This is an optimization exercise on Yosys and OpenROAD, whose aim is small area, not a production implementation.
Where RTL was checked, it was by simulation tests only, not by an equivalence proof against the original.
No activity file was given, so power comes from the tool's default toggle rates.

== the reference run ==
// datapath_proc
module datapath_proc (clk, resetn, imem_addr, imem_data, dmem_addr, dmem_re, dmem_rdata,
                      wb_en, wb_addr, wb_data);
==> module datapath_proc, before the edit <==
module datapath_proc (clk, resetn, imem_addr, imem_data, dmem_addr, dmem_re, dmem_rdata,
                      wb_en, wb_addr, wb_data);
    input clk, resetn;
    output [15:0] imem_addr;
    input [15:0] imem_data;
    output [15:0] dmem_addr;
    output dmem_re;
    input [15:0] dmem_rdata;
    output wb_en;
    output [2:0] wb_addr;
    output [15:0] wb_data;
    reg [15:0] pc;
    reg [15:0] ir_id;
    wire [15:0] ir_keep = 16'b0000_0110_1100_0100;
    always @(posedge clk)
        ir_id <= imem_data & (ir_keep | {16{resetn}});
    wire [3:0] op = ir_id[15:12];
    wire [1:0] cz = ir_id[1:0];
    wire c_add = (op == 4'b0000);
    wire c_adi = (op == 4'b0001);
    wire c_nd  = (op == 4'b0010);
    wire c_lhi = (op == 4'b0011);
    wire c_lw  = (op == 4'b0100);
    wire z_rd, c_rd;             
    wire we_id = (c_add | c_nd) ? ((cz == 2'b00) | ((cz == 2'b01) & z_rd) | ((cz == 2'b10) & c_rd))
                                : (c_adi | c_lw | c_lhi);
    reg [11:0] f_rd;
    reg [1:0]  k_rd;
    reg        lw_rd, we_rd;
    always @(posedge clk) begin
        f_rd <= ir_id[11:0];
        k_rd <= (c_adi | c_lw) ? 2'd1 : c_nd ? 2'd2 : c_add ? 2'd0 : 2'd3;
        lw_rd <= resetn & c_lw;
        we_rd <= resetn & we_id;
    end
    reg [15:0] rf [0:6];
    wire [2:0] ra = f_rd[11:9];
    wire [2:0] rb = f_rd[8:6];
    wire [2:0] rc = f_rd[5:3];
    wire [15:0] a = (ra == 3'd7) ? pc : rf[ra];
    wire [15:0] b = (rb == 3'd7) ? pc : rf[rb];
    wire [15:0] opb = (k_rd == 2'd1) ? {10'b0, f_rd[5:0]} : b;
    wire [16:0] sum = a + opb;
    wire [15:0] alu = (k_rd == 2'd2) ? ~(a & b) : sum[15:0];
    wire        kconst = (k_rd == 2'd3);
    assign z_rd = kconst | (alu == 16'h0000);
    assign c_rd = (k_rd[1] == 1'b0) & sum[16];
    wire [15:0] res_rd = kconst ? {f_rd[8:0], 7'b0} : alu;
    wire [2:0]  dst_rd = kconst ? ra : (k_rd == 2'd1) ? rb : rc;
    reg [15:0] res_ex, res_mem;
    reg [2:0]  dst_ex, dst_mem;
    reg        we_ex, we_mem, lw_ex, lw_mem;
    always @(posedge clk) begin
        res_ex <= res_rd;
        dst_ex <= dst_rd;
        we_ex  <= resetn & we_rd;
        lw_ex  <= resetn & lw_rd;
        res_mem <= res_ex;
        dst_mem <= dst_ex;
        we_mem  <= resetn & we_ex;
        lw_mem  <= resetn & lw_ex;
    end
    assign dmem_addr = res_mem;
    assign dmem_re = lw_mem;
    wire lw_g = lw_mem & resetn;
    wire al_g = ~lw_mem & resetn;
    wire [15:0] wd_g = ({16{lw_g}} & dmem_rdata) | ({16{al_g}} & res_mem);
    genvar gi;
    generate
        for (gi = 0; gi < 7; gi = gi + 1) begin : g_rf
            wire ld = (we_mem & (dst_mem == gi)) | ~resetn;
            always @(posedge clk)
                if (ld) rf[gi] <= wd_g;
        end
    endgenerate
    wire [15:0] pc_inc = pc + 16'd1;
    always @(posedge clk)
        if ((we_mem & (dst_mem == 3'd7)) | ~resetn) pc <= wd_g;
        else pc <= pc_inc;
    reg [15:0] wbd;
    reg [2:0]  wba;
    reg        wbe;
    always @(posedge clk) begin
        wbd <= wd_g;
        wba <= dst_mem;
        wbe <= resetn & we_mem;
    end
    assign imem_addr = pc;
    assign wb_en = wbe;
    assign wb_addr = wba;
    assign wb_data = wbd;
endmodule
==> flow/config.mk <==
export PLATFORM = sky130hd
export DESIGN_NAME = datapath_proc
export DESIGN_NICKNAME = datapath_proc
export VERILOG_FILES = /design/flow/design.v
export SDC_FILE = /design/flow/constraint.sdc
export NUM_CORES = 4
export LEC_CHECK = 0
export CAP_MARGIN = 5
export CORE_MARGIN = 2
export CORE_UTILIZATION = 65
export PLACE_DENSITY = 0.75
export SLEW_MARGIN = 5
==> flow/constraint.sdc <==
create_clock -name core_clock -period 6.0 [get_ports {clk}]
set_input_delay 1.2000 -clock core_clock [delete_from_list [all_inputs] [get_ports {clk}]]
set_output_delay 1.2000 -clock core_clock [all_outputs]
set_load 0.01 [all_outputs]
standard.sh (not shown) runs the stock make flow with config.mk's settings and CLKGATE_MAP_FILE= SYNTH_SCRIPT=/design/flow/synth_recipe.tcl, a recipe that flattens the netlist after the stock synthesis.
==> flow/flow/run.sh <==
#!/bin/bash
# Own layout flow: the standard ORFS flow (standard.sh) with area-minded settings.
#  * synthesis: the standard script, but ABC maps the logic for area (flip-flops are
#    mapped by dfflibmap before ABC, so registers keep their names and cells);
#  * port buffers are buf_1;
#  * CTS uses small clock buffers and no dummy loads.
# Each tool's output goes to a log file of its own here; ORFS's logs are under orfs/logs.
set -euo pipefail
W=$(pwd)
rm -rf "$W/scripts_area"
cp -r "$FLOW_HOME/scripts" "$W/scripts_area"
cp "$W/flow/abc_area.script" "$W/scripts_area/abc_speed.script"
export SCRIPTS_DIR="$W/scripts_area"
export BUFFER_PORTS_ARGS="-buffer_cell sky130_fd_sc_hd__buf_1"
export CTS_ARGS="-sink_clustering_enable -repair_clock_nets -dont_use_dummy_load -buf_list {sky130_fd_sc_hd__clkbuf_2 sky130_fd_sc_hd__clkbuf_4 sky130_fd_sc_hd__clkbuf_8} -sink_clustering_buffer sky130_fd_sc_hd__clkbuf_8 -root_buf sky130_fd_sc_hd__clkbuf_4 -sink_clustering_size 16 -sink_clustering_max_diameter 60"
bash standard.sh synth > "$W/synth.log" 2>&1
bash standard.sh > "$W/layout.log" 2>&1
==> flow/flow/abc_area.script <==
strash
&get -n
&st
&dch
&nf -a
&put
The reference run reached the final stage; the timing, design-rule and antenna checks on its layout passed.
Here is what was changed in the inputs of the trial run compared with the reference run.
-- flow/design.v --
<<< the reference run, line 69
    generate
        for (gi = 0; gi < 7; gi = gi + 1) begin : g_rf
            wire ld = (we_mem & (dst_mem == gi)) | ~resetn;
            always @(posedge clk)
                if (ld) rf[gi] <= wd_g;
        end
    endgenerate
>>> the trial run, line 69
    generate
        for (gi = 0; gi < 7; gi = gi + 1) begin : g_rf
            wire ld = we_mem & (dst_mem == gi);
            wire hold = resetn & ~ld;
            always @(posedge clk)
                rf[gi] <= ({16{ld}} & wd_g) | ({16{hold}} & rf[gi]);
        end
    endgenerate
Findings:
Against the reference run, via count of the first global-routing pass in the trial run rose by more than 10%. The initial core utilization reported for the trial run is smaller than that of the reference run by 0.34 points. Across both runs, fraction of the cycle the final worst path needs was higher for the trial run than for the reference run. Taking the reference run as the reference, in the trial run post-route total power -25%, full die area -about 1.2%.
Only the layout flow was run in the reference run; the RTL was not checked for function there.

[re-timing with driven ports]
The results above use ideal ports. As a check the final layouts listed here were re-extracted and re-timed, cells and wires unchanged.
Step 1 sets driving cells, clkbuf_16 on the clock port and buf_2 on the other inputs (assumed; they add their load-dependent delay and slew).
Step 2 times the ports against the registers' clock, not the clock port: input delays grow and output delays shrink by t, the midpoint of the rising clock arrivals with the driver on.
a / b / c = ideal / step 1 / step 2; a / b = the first two.
| run | t, ns | slack for setup (ns) | hold WS [ns] | slew at the worst register clock pin (ns) | worst slew at a driven data input, ns |
|---|---|---|---|---|---|
| the reference run | 0.647 | 0.837 / 0.837 / 0.837 | 0.333 / 0.333 / 0.333 | 0.10 / 0.10 | 0.04 |
| the trial run | 0.663 | 0.591 / 0.591 / 0.591 | 0.324 / 0.324 / 0.324 | 0.10 / 0.10 | 0.04 |
After both steps setup and hold are still met in every run listed.
